This is an optimization exercise on Yosys and OpenROAD, whose aim is small area, a short achievable clock period and few clock cycles, not a production implementation. Function was checked by simulation only, so behaviour that the tests miss may differ from the original. Power is estimated from default activity; no workload was simulated.

<file path="flow/run.sh">
#!/bin/bash
# synth_recipe.tcl (not shown) runs the flow's synth.tcl, then flattens the netlist and writes it again
# the make line also repeats each setting of config.mk as NAME=value (left out here)
make -C /OpenROAD-flow-scripts/flow DESIGN_CONFIG=/design/flow/config.mk WORK_HOME=/design/flow/orfs CLKGATE_MAP_FILE= SYNTH_SCRIPT=/design/flow/synth_recipe.tcl finish
</file>
<file path="flow/constraint.sdc">
create_clock -name core_clock -period 9.0 [get_ports {clk}]
set_input_delay 1.8000 -clock core_clock [delete_from_list [all_inputs] [get_ports {clk}]]
set_output_delay 1.8000 -clock core_clock [all_outputs]
set_load 0.01 [all_outputs]
</file>
<file path="flow/design.v">
`timescale 1ns / 1ps
module zhxpu_core(
	input clk,
	input rst,
	output wire [15:0] imem_addr,
	input [15:0] imem_rdata,
	input imem_ready,
	output wire [15:0] dmem_addr,
	output wire [15:0] dmem_wdata,
	output wire dmem_we,
	output wire dmem_re,
	input [15:0] dmem_rdata,
	input dmem_ready
);
	reg [15:0] pc;           
	reg [15:0] ir;           
	reg [15:0] id_pc1;       
	reg [15:0] gpr [0:7];
	reg [15:0] sp, ih, ra;
	reg t;
	reg [15:0] ex_a, ex_b;
	reg ex_cin;
	reg ex_and, ex_or, ex_shl, ex_shr, ex_arith;
	reg ex_ld, ex_st, ex_cmp, ex_wr;
	reg [3:0] ex_dst;        
	wire ex_mem = ex_ld | ex_st;
	wire hold = !imem_ready || (ex_mem && !dmem_ready);
	wire [15:0] sum = ex_a + ex_b + {15'b0, ex_cin};
	wire big = |ex_a[15:4];
	wire fill = ex_arith & ex_b[15];
	wire [31:0] shr_in = {{16{fill}}, ex_b};
	wire [31:0] shr_full = shr_in >> (big ? 5'd16 : {1'b0, ex_a[3:0]});
	wire [15:0] shl_res = ex_b << ex_a[3:0];
	reg [15:0] ex_res;
	always @(*) begin
		if (ex_ld) ex_res = dmem_rdata;
		else if (ex_and) ex_res = ex_a & ex_b;
		else if (ex_or) ex_res = ex_a | ex_b;
		else if (ex_shl) ex_res = shl_res;
		else if (ex_shr) ex_res = shr_full[15:0];
		else ex_res = sum;
	end
	wire ex_t = (ex_a != ex_b);
	assign dmem_addr = ex_a;
	assign dmem_wdata = ex_b;
	assign dmem_we = ex_st;
	assign dmem_re = ex_ld;
	always @(posedge clk) begin
		if (!hold) begin
			if (ex_wr) begin
				case (ex_dst)
					4'd8: sp <= ex_res;
					4'd9: ih <= ex_res;
					4'd10: ra <= ex_res;
					default: gpr[ex_dst[2:0]] <= ex_res;
				endcase
			end
			if (ex_cmp) t <= ex_t;
		end
	end
	wire [4:0] op = ir[15:11];
	wire [2:0] rx = ir[10:8];
	wire [2:0] ry = ir[7:5];
	wire [2:0] rz = ir[4:2];
	wire i_addiu  = op == 5'b01001;
	wire i_addiu3 = op == 5'b01000;
	wire g_01100  = op == 5'b01100;
	wire i_addsp  = g_01100 && rx == 3'b011;
	wire i_bteqz  = g_01100 && rx == 3'b000;
	wire i_btnez  = g_01100 && rx == 3'b001;
	wire i_mtsp   = g_01100 && rx == 3'b100;
	wire g_11100  = op == 5'b11100;        
	wire i_subu   = g_11100 && ir[1];
	wire g_11101  = op == 5'b11101;
	wire i_and    = g_11101 && ir[4:0] == 5'b01100;
	wire i_or     = g_11101 && ir[4:0] == 5'b01101;
	wire i_cmp    = g_11101 && ir[4:0] == 5'b01010;
	wire i_srav   = g_11101 && ir[4:0] == 5'b00111;
	wire g_jmp    = g_11101 && ir[4:0] == 5'b00000;
	wire i_mfpc   = g_jmp && ry == 3'b010;
	wire i_jalr   = g_jmp && ry == 3'b110;
	wire i_jrra   = g_jmp && ry == 3'b001;
	wire i_jr     = g_jmp && ry == 3'b000;
	wire i_b      = op == 5'b00010;
	wire i_beqz   = op == 5'b00100;
	wire i_bnez   = op == 5'b00101;
	wire i_li     = op == 5'b01101;
	wire i_move   = op == 5'b01111;
	wire i_lw     = op == 5'b10011;
	wire i_lwsp   = op == 5'b10010;
	wire i_sw     = op == 5'b11011;
	wire i_swsp   = op == 5'b11010;
	wire g_11110  = op == 5'b11110;
	wire i_mfih   = g_11110 && !ir[0];
	wire i_mtih   = g_11110 && ir[0];
	wire g_shift  = op == 5'b00110;        
	wire use_sp = i_addsp | i_lwsp | i_swsp;
	wire i_mem = i_lw | i_lwsp | i_sw | i_swsp;
	reg [3:0] a_idx;
	always @(*) begin
		if (use_sp) a_idx = 4'd8;
		else if (i_mfih) a_idx = 4'd9;
		else if (i_jrra) a_idx = 4'd10;
		else a_idx = {1'b0, rx};
	end
	wire [2:0] b_idx = i_swsp ? rx : ry;
	reg [15:0] a_reg;
	always @(*) begin
		case (a_idx)
			4'd8: a_reg = sp;
			4'd9: a_reg = ih;
			4'd10: a_reg = ra;
			default: a_reg = gpr[a_idx[2:0]];
		endcase
	end
	wire [15:0] b_reg = gpr[b_idx];
	wire fwd_a = ex_wr && ex_dst == a_idx;
	wire fwd_b = ex_wr && ex_dst == {1'b0, b_idx};
	wire [15:0] a_val = fwd_a ? ex_res : a_reg;
	wire [15:0] b_val = fwd_b ? ex_res : b_reg;
	wire t_val = ex_cmp ? ex_t : t;
	wire [15:0] sext8 = {{8{ir[7]}}, ir[7:0]};
	wire [15:0] sext4 = {{12{ir[3]}}, ir[3:0]};
	wire [15:0] sext5 = {{11{ir[4]}}, ir[4:0]};
	wire [15:0] sext11 = {{5{ir[10]}}, ir[10:0]};
	wire [3:0] shamt = (ir[4:2] == 3'b000) ? 4'd8 : {1'b0, ir[4:2]};
	wire [15:0] mem_off = (i_lw | i_sw) ? sext5 : sext8;
	wire [15:0] agu = a_reg + mem_off;
	wire stall = i_mem && ex_wr && ex_dst == a_idx;
	wire a_zero = (a_val == 16'b0);
	wire br_cond = i_b | (i_beqz & a_zero) | (i_bnez & !a_zero)
		| (i_bteqz & !t_val) | (i_btnez & t_val);
	wire br_jump = i_jr | i_jalr | i_jrra;
	wire [15:0] br_target = id_pc1 + (i_b ? sext11 : sext8);
	wire [15:0] pc_inc = pc + 16'd1;
	reg [15:0] pc_next;
	always @(*) begin
		if (br_jump) pc_next = a_val;
		else if (br_cond) pc_next = br_target;
		else pc_next = pc_inc;
	end
	reg [15:0] op1, op2;
	reg d_cin, d_and, d_or, d_shl, d_shr, d_arith, d_ld, d_st, d_cmp, d_wr;
	reg [3:0] d_dst;
	always @(*) begin
		op1 = 16'b0;
		op2 = 16'b0;
		d_cin = 1'b0; d_and = 1'b0; d_or = 1'b0; d_shl = 1'b0; d_shr = 1'b0;
		d_arith = 1'b0; d_ld = 1'b0; d_st = 1'b0; d_cmp = 1'b0; d_wr = 1'b0;
		d_dst = {1'b0, rx};
		if (i_addiu) begin
			op1 = a_val; op2 = sext8; d_wr = 1'b1;
		end
		if (i_addiu3) begin
			op1 = a_val; op2 = sext4; d_wr = 1'b1; d_dst = {1'b0, ry};
		end
		if (i_addsp) begin
			op1 = a_val; op2 = sext8; d_wr = 1'b1; d_dst = 4'd8;
		end
		if (i_mtsp) begin
			op2 = b_val; d_wr = 1'b1; d_dst = 4'd8;
		end
		if (g_11100) begin
			op1 = a_val; op2 = i_subu ? ~b_val : b_val; d_cin = i_subu;
			d_wr = 1'b1; d_dst = {1'b0, rz};
		end
		if (i_and | i_or | i_cmp) begin
			op1 = a_val; op2 = b_val;
			d_and = i_and; d_or = i_or; d_cmp = i_cmp; d_wr = !i_cmp;
		end
		if (i_srav) begin
			op1 = a_val; op2 = b_val; d_shr = 1'b1; d_arith = 1'b1;
			d_wr = 1'b1; d_dst = {1'b0, ry};
		end
		if (g_shift) begin
			op1 = {12'b0, shamt}; op2 = b_val;
			d_shl = !ir[1]; d_shr = ir[1]; d_arith = ir[0]; d_wr = 1'b1;
		end
		if (i_mfpc | i_jalr) begin
			op1 = id_pc1; d_wr = 1'b1; d_dst = i_jalr ? 4'd10 : {1'b0, rx};
		end
		if (i_li) begin
			op2 = {8'b0, ir[7:0]}; d_wr = 1'b1;
		end
		if (i_move) begin
			op2 = b_val; d_wr = 1'b1;
		end
		if (i_mfih) begin
			op1 = a_val; d_wr = 1'b1;
		end
		if (i_mtih) begin
			op1 = a_val; d_wr = 1'b1; d_dst = 4'd9;
		end
		if (i_lw | i_lwsp) begin
			op1 = agu; d_ld = 1'b1; d_wr = 1'b1; d_dst = i_lw ? {1'b0, ry} : {1'b0, rx};
		end
		if (i_sw | i_swsp) begin
			op1 = agu; op2 = b_val; d_st = 1'b1;
		end
	end
	assign imem_addr = pc;
	always @(posedge clk) begin
		if (!rst) begin
			pc <= 16'b0;
			ir <= 16'b0;
		end else if (!hold && !stall) begin
			pc <= pc_next;
			ir <= imem_rdata;
		end
	end
	always @(posedge clk) begin
		if (!hold && !stall) id_pc1 <= pc_inc;
	end
	always @(posedge clk) begin
		if (!rst) begin
			ex_ld <= 1'b0; ex_st <= 1'b0; ex_cmp <= 1'b0; ex_wr <= 1'b0;
		end else if (!hold) begin
			ex_ld <= d_ld & !stall;
			ex_st <= d_st & !stall;
			ex_cmp <= d_cmp & !stall;
			ex_wr <= d_wr & !stall;
		end
	end
	always @(posedge clk) begin
		if (!hold) begin
			ex_a <= op1; ex_b <= op2; ex_cin <= d_cin;
			ex_and <= d_and; ex_or <= d_or; ex_shl <= d_shl; ex_shr <= d_shr;
			ex_arith <= d_arith; ex_dst <= d_dst;
		end
	end
endmodule
</file>
<file path="flow/config.mk">
export PLATFORM = sky130hd
export DESIGN_NAME = zhxpu_core
export DESIGN_NICKNAME = zhxpu_core
export VERILOG_FILES = /design/flow/design.v
export SDC_FILE = /design/flow/constraint.sdc
export NUM_CORES = 4
export LEC_CHECK = 0
export ABC_CLOCK_PERIOD_IN_PS = 4000
export CAP_MARGIN = 20
export CORE_MARGIN = 2
export CORE_UTILIZATION = 40
export SETUP_SLACK_MARGIN = 5
export SLEW_MARGIN = 20
</file>
==> qor.csv, run 1 <==
metric,value,unit
vias_per_cell,6.563,
synth_warnings,1,
yosysSeqAreaShare,41.71,%
worst_setup_path_start_kind,flop,
num_antenna_cells,0,
vias,17920,
syn_inst,1849,
p_sw_share,30.29,%
finalSetupViolations,0,
combPwrFrac,25.3,%
gp_routability_congestion,0.9454,
async_reset_ff_share,0,%
fin_crit_sh,53.85,%
coreArea,46260,sq um
hp-class,reg2reg,
hold_ws,0.4906,ns
layout.nets,2210,
max_stage_delay,0.38,ns
crit_fanout,6,
required,9.29,ns
cp_slowest_cell,dfxtp_4,
tritoncts,done,
drt_iter0_markers,2567,
fillers,4017,
slew_violations,0,
ff2ff_setup_slack,4.15,ns
hold_end,ex_st,
synth_edf_count,235,
antenna_found_initial,0,
fmax,206.3,MHz
wl_per_cell,28.55,um
clk_pin_slew_worst_paths,0.06,ns
h-tree-depth,1,
synth_flop_cell,edfxtp_1,
p_clk_share,33.7,%
synth_seq_cells,271,
slew_headroom,28.12,%
crit_path_end_kind,flop,
syn-num-nets,1953,
syn_area,18650,sq um
hold_start,ex_st,
postCtsHoldBufs,0,
grt_first_pass_wirelength,113.7,mm
cts-root-buf,clkbuf_16,
grt_usage,31.58,%
internal-power,2.477,mW
fp.dieW,219.9,um
grt_setup_unrepaired,yes,
postRouteAntennaNets,0,
r2r-end,ex_a[15],
ioPinCount,86,
clock_latency,0.59,ns
final_cell_mix,"235 x edfxtp_1, 214 x buf_4, 184 x nand2_1",
cts_buffers,29,
grt_pass1_vias,17300,
portBuffers,85,
fin_skew,0.01797,ns
die_y,219.9,um
path_cells,or2_4 -> o31a_1 -> buf_12 -> a31oi_4 -> buf_4 -> buf_4 -> nor2_1 -> a22o_1 -> nor3_4 -> ha_4 -> a21oi_2 -> o21ai_2 -> a21oi_2 -> o21ai_1 -> a21oi_2 -> o21bai_2 -> a2111oi_4 -> o31ai_2 -> a21o_1 -> a21oi_2 -> xnor2_1 -> a21oi_1,
row_count,79,
crit_top_cell,a21oi_2,
clock_sinks,271,
wl,77.93,mm
r2r-start,ir[12],
drive_gt1_share,28.36,%
hold_depth,2,
overflow,0,
initial_core_util,40.31,%
dp_hpwl,50.34,mm
synth_cell_type_count,97,
tightest_slew,1.078,ns
path_delay_family,compound AO/OA/AOI/OAI gates,
dr.pass1.iters,6,
area_delta_synth_final,30.81,%
min_period,4.847,ns
crit_type,reg2reg,
cp.buffers_inverters,3,
outcome,finished clean,
final_common_cell,edfxtp_1,
remaining_drc_errors,0,
max_cap_viol_count,0,
power_switching,1.076,mW
power_density,145.7,nW/um^2
pwr-share-seq,41.1,%
peakVddDrop,0.0001410,V
hold_viol_final,0,
worstPathArrival,5.13,ns
leakagePower,9.110,nW
cts_buffer_depth,3,
fin_tns_setup,0,ns
grt_max_degree,49,
die_area,48360,sq um
syn_avg_cell_area,10.08,sq um
r2r_cells,22,
area by class of cell:
| cell class | count | area (sq um) | share of cell area, % |
|---|---|---|---|
| Timing Repair Buffer | 341 | 3227 | 13.23 |
| Clock inverter | 11 | 142.6 | 0.5848 |
| Tap cell | 607 | 759.5 | 3.114 |
| Sequential cell | 271 | 7806 | 32.00 |
| Multi-Input combinational cell | 1376 | 11340 | 46.47 |
| Clock buffer | 37 | 775.7 | 3.180 |
| Inverter | 87 | 345.3 | 1.416 |
worst reg2reg max path: cells and delay by family (launching register included):
kind	cells	cell delay (ns)
xor+xnor	1	0.13
simple gates	3	0.72
fa+ha+maj	1	0.28
flops	1	0.38
compound gates	14	2.56
buf+inv	3	0.48
worst max-delay path by stage:
stage               cells after the start    from  slack, ns  endpoint
floorplan                              21  ir[13]       4.64  ex_a[15]
global placement                       19  ir[11]       3.23  ex_a[15]
detailed placement                     19  ir[11]       3.07  ex_a[15]
CTS                                    22  ir[12]       4.31  ex_a[15]
global route                           26  ir[12]       3.94  ex_a[14]
finish                                 22  ir[12]       4.15  ex_a[15]
Yosys cell counts (36+ instances only):
master | count | area [sq um]
nor2_1 | 123 | 461.7
nor3_1 | 43 | 215.2
edfxtp_1 | 235 | 7057
dfxtp_1 | 36 | 720.7
ha_1 | 64 | 800.8
mux2i_1 | 70 | 700.7
a21oi_1 | 142 | 710.7
nand3_1 | 46 | 230.2
inv_1 | 84 | 315.3
clkbuf_1 | 84 | 315.3
mux4_2 | 52 | 1171
o21ai_0 | 71 | 355.3
nand2_1 | 188 | 705.7
through the flow:
| step | total power [mW] | worst slack, ns | instance area [sq um] | instances | util (%) |
|---|---|---|---|---|---|
| after floorplan | 1.911 | 4.645 | 18940 | 1849 | - |
| after global placement | 2.166 | 3.233 | 20510 | 2474 | 44.34 |
| after detailed placement | 2.170 | 3.074 | 20510 | 2474 | 44.34 |
| after CTS | 3.503 | 4.315 | 24100 | 2713 | 52.09 |
| after global routing | 3.646 | 3.938 | 24390 | 2730 | 52.73 |
| final | 3.553 | 4.153 | 24390 | 2730 | 52.73 |
state kept, by name, indices dropped and copies added (netlist names), 4 cells and up:
name    count
ex_a       16
ex_b       16
ex_dst      4
gpr       128
id_pc1     16
ih         16
ir         16
pc         16
ra         16
sp         16
metal layers:
layer	part of all wire [%]	global-route usage [%]
met1	41	43.24
met2	44	48.17
met3	9.8	5.079
met5	0	0
met4	6.0	16.44
power groups by stage:
stage	sequential, mW	clock, mW	combinational (mW)
after CTS	1.46	1.20	0.845
after global placement	1.49	0	0.672
after detailed placement	1.50	0	0.674
after floorplan	1.47	0	0.438
final	1.46	1.20	0.897
after global routing	1.46	1.25	0.939
timing repair:
| item | 4_1_cts | 5_1_grt |
|---|---|---|
| setup endpoints to repair | 252 | 86 |
| resized for setup | 218 | 35 |
| buffers inserted | 178 | 16 |
| pin swaps | 80 | 42 |
| endpoints found under the hold margin | 0 | 0 |
| gates cloned | 13 | 1 |
kinds of logic (layout without fill, tap and decap cells):
| logic type | Yosys count | count (layout) | synth area share [%] |
|---|---|---|---|
| AO/OA/AOI/OAI | 542 | 543 | 20.16 |
| XOR/XNOR | 49 | 49 | 2.302 |
| adder cells (fa/ha/maj) | 68 | 68 | 4.724 |
| buffers and inverters | 208 | 476 | 4.435 |
| flip-flops | 271 | 271 | 41.71 |
| multiplexers | 142 | 143 | 11.27 |
| AND/OR/NAND/NOR | 569 | 573 | 15.41 |
Testbench counts, summed over its fixed seeds: cycles 41,477.
==> run 2, diff against run 1 <==
--- a/flow/config.mk
+++ b/flow/config.mk
@@ -7,3 +7,2 @@
 export LEC_CHECK = 0
-export ABC_CLOCK_PERIOD_IN_PS = 4000
 export CAP_MARGIN = 20
@@ -11,3 +10,2 @@
 export CORE_UTILIZATION = 40
-export SETUP_SLACK_MARGIN = 5
 export SLEW_MARGIN = 20
==> qor.csv, run 2 <==
metric,value,unit,change
outcome,finished clean,,
layout.nets,1997,,-9.6%
final_common_cell,edfxtp_1,,
wl,67.95,mm,-13%
hold_depth,2,,unchanged
required,9.29,ns,about the same
largest_reg_flops,128,,unchanged
slew_headroom,26.06,%,-2.1 points
postCtsHoldBufs,0,,unchanged
r2r_cells,20,,-9.1%
fin_tns_setup,0,ns,unchanged
grt_setup_unrepaired,no,,
crit_fanout,28,,+22
max_cap_viol_count,0,,unchanged
worst_setup_path_start_kind,flop,,
postRouteAntennaNets,0,,unchanged
crit_top_cell,a21oi_1,,
peakVddDrop,0.0001256,V,-11%
yosys.area.top_type_share,37.84,%,unchanged
syn_avg_cell_area,10.08,sq um,unchanged
multi_input_area,10190,sq um,-10%
vias,16190,,-9.7%
grt-busiest-layer,met2,,
postCtsSetupBuffers,0,,-100%
grt_pass1_vias,15450,,-11%
fin_crit_sh,81.64,%,+28 points
die_area,48360,sq um,unchanged
synth_seq_cells,271,,unchanged
portBuffers,85,,unchanged
post-place-ws,1.786,ns,-1.288 ns
cp_slowest_cell,a31oi_4,,
wl_per_cell,26.92,um,-5.7%
gr-usage-met3,4.596,%,-0.48 points
drt_iter0_markers,2115,,-18%
async_reset_ff_share,0,%,unchanged
synth_cell_type_count,97,,unchanged
clock_sinks,271,,unchanged
worstPathArrival,7.64,ns,+2.51 ns
hp-class,reg2reg,,
vias_per_cell,6.413,,-2.3%
grt_first_pass_wirelength,100.6,mm,-12%
area_delta_synth_final,13.99,%,
row_count,79,,unchanged
min_period,7.348,ns,+2.501 ns
syn-num-nets,1953,,unchanged
path_cells,nor3b_2 -> nand4_2 -> a31oi_4 -> mux2i_1 -> mux2_2 -> a211oi_1 -> ha_1 -> a21o_1 -> a21oi_1 -> o21ai_0 -> a21oi_1 -> o21ai_0 -> a21oi_1 -> o21bai_1 -> a2111oi_0 -> o31ai_1 -> a21o_1 -> a21oi_1 -> xnor2_1 -> a21oi_1,,
post_cts_resized,0,,-100%
overflow,0,,unchanged
fillers,4325,,+7.7%
tightest_slew,1.095,ns,+0.01647 ns
clk_pin_slew_worst_paths,0.06,ns,about the same
power_density,158.9,nW/um^2,+9.1%
drive_gt1_share,12.06,%,-16 points
path_delay_family,compound AO/OA/AOI/OAI gates,,
finalSetupViolations,0,,unchanged
leakagePower,7.704,nW,-15%
dr.pass1.iters,6,,unchanged
clock_latency,0.59,ns,about the same
setup_slack,1.652,ns,-2.501 ns
dp_hpwl,48.17,mm,-4.3%
total_power,3.377,mW,-4.9%
cp.buffers_inverters,0,,-3
synth_warnings,1,,unchanged
synthTopCellsByCount,"235 x edfxtp_1, 188 x nand2_1, 142 x a21oi_1",,
utilization,45.95,%,-6.8 points
max_stage_delay,1.03,ns,+0.65 ns
ioPinCount,86,,unchanged
grt_max_degree,49,,unchanged
initial_core_util,40.31,%,unchanged
synth_most_common_cell,edfxtp_1,,
slew_violations,0,,unchanged
gp_routability_congestion,0.9423,,-0.33%
use_met2,42.66,%,-5.5 points
tritoncts,done,,
cts_buffers,29,,unchanged
die_y,219.9,um,unchanged
crit_path_end_kind,flop,,
fmax,136.1,MHz,-34%
fin_skew,0.01019,ns,-0.007775 ns
synth_top_cell_by_area,edfxtp_1,,
seqCellArea,7777,sq um,-0.37%
grt_use_met1,39.11,%,-4.1 points
remaining_drc_errors,0,,unchanged
syn_inst,1849,,unchanged
yosysSeqAreaShare,41.71,%,unchanged
hold_viol_final,0,,unchanged
cts_buffer_depth,3,,unchanged
synth_flop_cell,edfxtp_1,,
syn_area,18650,sq um,unchanged
grt_usage,27.82,%,-3.8 points
h-tree-depth,1,,unchanged
cts-root-buf,clkbuf_16,,
synth_edf_count,235,,unchanged
fp.dieW,219.9,um,unchanged
crit_type,reg2reg,,
coreArea,46260,sq um,unchanged
antenna_found_initial,0,,unchanged
final_cell_mix,"235 x edfxtp_1, 188 x nand2_1, 142 x a21oi_1",,
crit_cells,20,,-9.1%
yosys-top-cells-area,"edfxtp_1 38%, mux4_2 6.3%, ha_1 4.3%, dfxtp_1 3.9%, a21oi_1 3.8%",,
run 2: cell counts after synthesis:
Identical to the previous run, type by type.
run 2: per-stage QoR:
stage               hold slack, ns  instance area (sq um)  std cells
detailed placement          0.4836                  20260       2469
finish                      0.4893                  21260       2524
floorplan                   0.4549                  18650       1849
global route                0.5141                  21250       2522
global placement            0.4689                  20250       2469
CTS                         0.4952                  21240       2522
run 2: cell type report:
cell class                      instances  area share [%]
Multi-Input combinational cell       1370           47.94
Sequential cell                       271           36.59
Timing Repair Buffer                  134           5.733
Tap cell                              607           3.573
Clock buffer                           37           3.555
Inverter                               87           1.536
Clock inverter                         16           1.048
Antenna cell                            2         0.02355
run 2: metal layers:
| layer | vias to the layer above | share of wire, % |
|---|---|---|
| li1 | 7192 | - |
| met1 | 7922 | 43 |
| met2 | 921 | 44 |
| met3 | 152 | 9.3 |
| met4 | 0 | 4.5 |
| met5 | - | 0 |
run 2: worst register-to-register path: stages (launching register included):
cell,delay [ns]
dfxtp_1,0.77
nor3b_2,0.42
nand4_2,0.56
a31oi_4,1.04
mux2i_1,0.19
mux2_2,0.30
a211oi_1,0.75
ha_1,0.38
a21o_1,0.19
a21oi_1,0.22
o21ai_0,0.11
a21oi_1,0.23
o21ai_0,0.11
a21oi_1,0.24
o21bai_1,0.13
a2111oi_0,0.60
o31ai_1,0.22
a21o_1,0.21
a21oi_1,0.17
xnor2_1,0.13
a21oi_1,0.08
run 2: final timing paths:
kind,start,end,slack [ns]
min,ex_ld,ex_ld,0.49
max reg2reg,ir[11],ex_a[15],1.65
min reg2reg,ex_ld,ex_ld,0.49
max,ir[11],ex_a[15],1.65
run 2: power breakdown:
part	leakage [nW]	internal, mW	switching (mW)	total (mW)
Clock	0.466	0.737	0.506	1.24
Sequential	2.49	1.41	0.0665	1.48
Combinational	4.74	0.251	0.401	0.653
Total	7.70	2.40	0.974	3.38
run 2: cells by family (layout without fill, tap and decap cells):
group	after synthesis	in the layout	synth area share, %
compound gates	542	542	20.16
xor+xnor	49	49	2.302
fa+ha+maj	68	68	4.724
buf+inv	208	274	4.435
flops	271	271	41.71
mux	142	142	11.27
other cells	0	2	0
simple gates	569	569	15.41
==> run 3, diff against run 2 <==
--- a/flow/config.mk
+++ b/flow/config.mk
@@ -7,2 +7,3 @@
 export LEC_CHECK = 0
+export ABC_CLOCK_PERIOD_IN_PS = 5000
 export CAP_MARGIN = 20
@@ -10,2 +11,3 @@
 export CORE_UTILIZATION = 40
+export SETUP_SLACK_MARGIN = 4
 export SLEW_MARGIN = 20
==> qor.csv, run 3 <==
metric,value,unit,change
outcome,finished clean,,
gp_routability_congestion,0.9529,,+1.1%
cts_buffer_depth,3,,unchanged
fin_skew,0.02097,ns,+0.01078 ns
r2r-start,ir[12],,
hold_start,ex_cmp,,
grt_usage,28.48,%,+0.66 points
drt_iter0_markers,1970,,-6.9%
grt_pass1_vias,15830,,+2.5%
r2r_cells,22,,+10%
coreArea,46260,sq um,unchanged
synth_seq_cells,271,,unchanged
synth_top_cell_by_area,edfxtp_1,,
die_area,48360,sq um,unchanged
drive_gt1_share,19.16,%,+7.1 points
initial_core_util,40.31,%,unchanged
synthTopCellsByCount,"235 x edfxtp_1, 188 x nand2_1, 142 x a21oi_1",,
synth_most_common_cell,edfxtp_1,,
fillers,4277,,-1.1%
num_antenna_cells,0,,-2
layout.nets,2071,,+3.7%
fp.dieW,219.9,um,unchanged
final_common_cell,edfxtp_1,,
tritoncts,done,,
antenna_found_initial,1,,+1
fin_crit_sh,55.32,%,-26 points
tightest_slew,1.174,ns,+0.07924 ns
wl,70.71,mm,+4.1%
leakagePower,8.231,nW,+6.8%
cts-root-buf,clkbuf_16,,
yosys-top-cells-area,"edfxtp_1 38%, mux4_2 6.3%, ha_1 4.3%, dfxtp_1 3.9%, a21oi_1 3.8%",,
vias,16700,,+3.2%
syn-num-nets,1953,,unchanged
row_count,79,,unchanged
ff2ff_setup_slack,4.02,ns,+2.37 ns
max_cap_viol_count,0,,unchanged
peakVddDrop,0.0001655,V,+32%
hold_depth,2,,unchanged
remaining_drc_errors,0,,unchanged
async_reset_ff_share,0,%,unchanged
hold_end,ex_cmp,,
grt_max_degree,49,,unchanged
worst_setup_path_start_kind,flop,,
clk_pin_slew_worst_paths,0.07,ns,about the same
dp_hpwl,48.82,mm,+1.3%
synth_flop_cell,edfxtp_1,,
synth_warnings,1,,unchanged
crit_fanout,25,,-11%
largest_reg_flops,128,,unchanged
hp-class,reg2reg,,
yosysSeqAreaShare,41.71,%,unchanged
vias_per_cell,6.435,,+0.34%
fin_tns_setup,0,ns,unchanged
overflow,0,,unchanged
crit_type,reg2reg,,
postCtsHoldBufs,0,,unchanged
synth_cell_type_count,97,,unchanged
yosys.area.top_type_share,37.84,%,unchanged
syn_avg_cell_area,10.08,sq um,unchanged
dr.pass1.iters,6,,unchanged
power_density,154.1,nW/um^2,-3.0%
fmax,200.8,MHz,+48%
finalSetupViolations,0,,unchanged
wl_per_cell,27.25,um,+1.2%
cts_buffers,29,,unchanged
portBuffers,85,,unchanged
clock_latency,0.59,ns,about the same
grt_first_pass_wirelength,102.9,mm,+2.4%
post-place-cells,2473,,+0.16%
die_y,219.9,um,unchanged
crit_path_end_kind,flop,,
required,9.30,ns,about the same
syn_area,18650,sq um,unchanged
worstPathArrival,5.28,ns,-2.36 ns
r2r-end,ex_a[15],,
slew_headroom,21.27,%,-4.8 points
hold_viol_final,0,,unchanged
ioPinCount,86,,unchanged
grt_setup_unrepaired,yes,,
final_cell_mix,"235 x edfxtp_1, 187 x nand2_1, 134 x a21oi_1",,
synth_edf_count,235,,unchanged
area_delta_synth_final,20.45,%,
h-tree-depth,1,,unchanged
slew_violations,0,,unchanged
postRouteAntennaNets,0,,unchanged
min_period,4.979,ns,-2.369 ns
syn_inst,1849,,unchanged
finalNonFillerCells,2595,,+2.8%
clock_sinks,271,,unchanged
[run 3: metal layers]
metal  up-vias  part of all wire, %  track usage [%]
li1       7360                    -                -
met1      8238                   42            40.30
met2       937                   44            42.90
met3       164                  8.6            4.210
met4         0                  4.7            13.24
met5         -                    0                0
[run 3: critical path: stages, from the launching register on]
cell	delay [ns]
dfxtp_4	0.39
or2_4	0.31
o31a_1	0.34
buf_12	0.18
a31oi_4	0.18
buf_4	0.16
buf_12	0.11
mux4_2	0.49
nor2_2	0.15
nor3_4	0.09
ha_4	0.28
a21oi_4	0.15
o21ai_1	0.09
a21oi_1	0.21
o21ai_1	0.13
a21oi_2	0.19
o21bai_2	0.12
a2111oi_4	0.41
o31ai_2	0.15
a21o_1	0.18
a21oi_2	0.12
xnor2_1	0.13
a21oi_1	0.09
[run 3: stage by stage]
stage               utilization, %  hold slack (ns)  worst slack, ns  total power, mW  area, sq um
floorplan                        -           0.4549            4.050            1.892        18670
global placement             43.90           0.4689            1.792            2.141        20310
detailed placement           43.94           0.4819            1.571            2.149        20330
CTS                          47.48           0.4899            3.970            3.428        21960
global route                 48.55           0.5130            3.873            3.563        22460
finish                       48.55           0.4872            4.021            3.461        22460
[run 3: how the worst max path moves through the flow]
stage,endpoint,depth (start not counted),from
after floorplan,sp[0],6,dmem_ready
after global placement,ex_a[15],20,ir[11]
after detailed placement,ex_a[15],20,ir[11]
after CTS,ex_a[15],23,ir[12]
after global routing,ex_a[15],22,ir[12]
final,ex_a[15],22,ir[12]
[run 3: cell families (layout without fill, tap and decap cells)]
group | after synthesis | after routing | share of synthesized area [%]
xor gates and xnor gates | 49 | 49 | 2.302
DFF | 271 | 271 | 41.71
AOI/OAI and AO/OA | 542 | 543 | 20.16
adders and majority gates | 68 | 68 | 4.724
and+or+nand+nor | 569 | 571 | 15.41
muxes | 142 | 142 | 11.27
buffers and inverters | 208 | 344 | 4.435
[run 3: layout make-up]
cell class	instances	area (sq um)	share of cell area [%]
timing repair inverter	1	5.005	0.02228
timing repair buffer	204	1923	8.562
tap	607	759.5	3.381
multi-input combinational	1373	10640	47.36
inverter	87	339.1	1.510
clock inverter	18	209.0	0.9303
sequential	271	7812	34.78
clock buffer	34	774.5	3.448
[run 3: repair_timing]
item / 4_1_cts / 5_1_grt
buffers inserted: 36 / 27
pin swaps: 15 / 39
gates resized for setup: 78 / 58
gates cloned: 5 / 2
endpoints found under the setup margin: 31 / 21
[run 3: power breakdown]
part / total [mW] / switching, mW / leakage [nW] / internal, mW
clock network: 1.25 / 0.518 / 0.490 / 0.730
logic: 0.736 / 0.438 / 5.24 / 0.298
registers: 1.48 / 0.0632 / 2.50 / 1.41
total: 3.46 / 1.02 / 8.23 / 2.44

-- what the ideal ports hide --
No port has a modelled driver above. Below, the same layouts with a new extraction and two added sets of constraints.
Step 1, drivers: a clkbuf_16 drives clk and a buf_2 each remaining input, both assumed.
Step 2 moves the port delays by t, midway between the first and last clock arrival at a register: inputs arrive t later, outputs are due t later. That takes back most of the time a late clock gives input paths.
Three values: ideal, step 1, step 2; two values: the first two.
run	shift t [ns]	slack for setup (ns)	worst setup path at the end	slew at the worst register clock pin (ns)
run 1	0.636	4.153 / 4.153 / 3.993	input to register	0.07 / 0.07
run 2	0.635	1.652 / 1.652 / 1.652	register to register	0.07 / 0.07
run 3	0.633	4.021 / 4.021 / 3.478	input to register	0.07 / 0.07
After both steps every run listed still meets setup and hold. For run 3, which loses most, drivers alone change the setup slack by 0.000 ns; drivers and shift together by -0.543 ns.
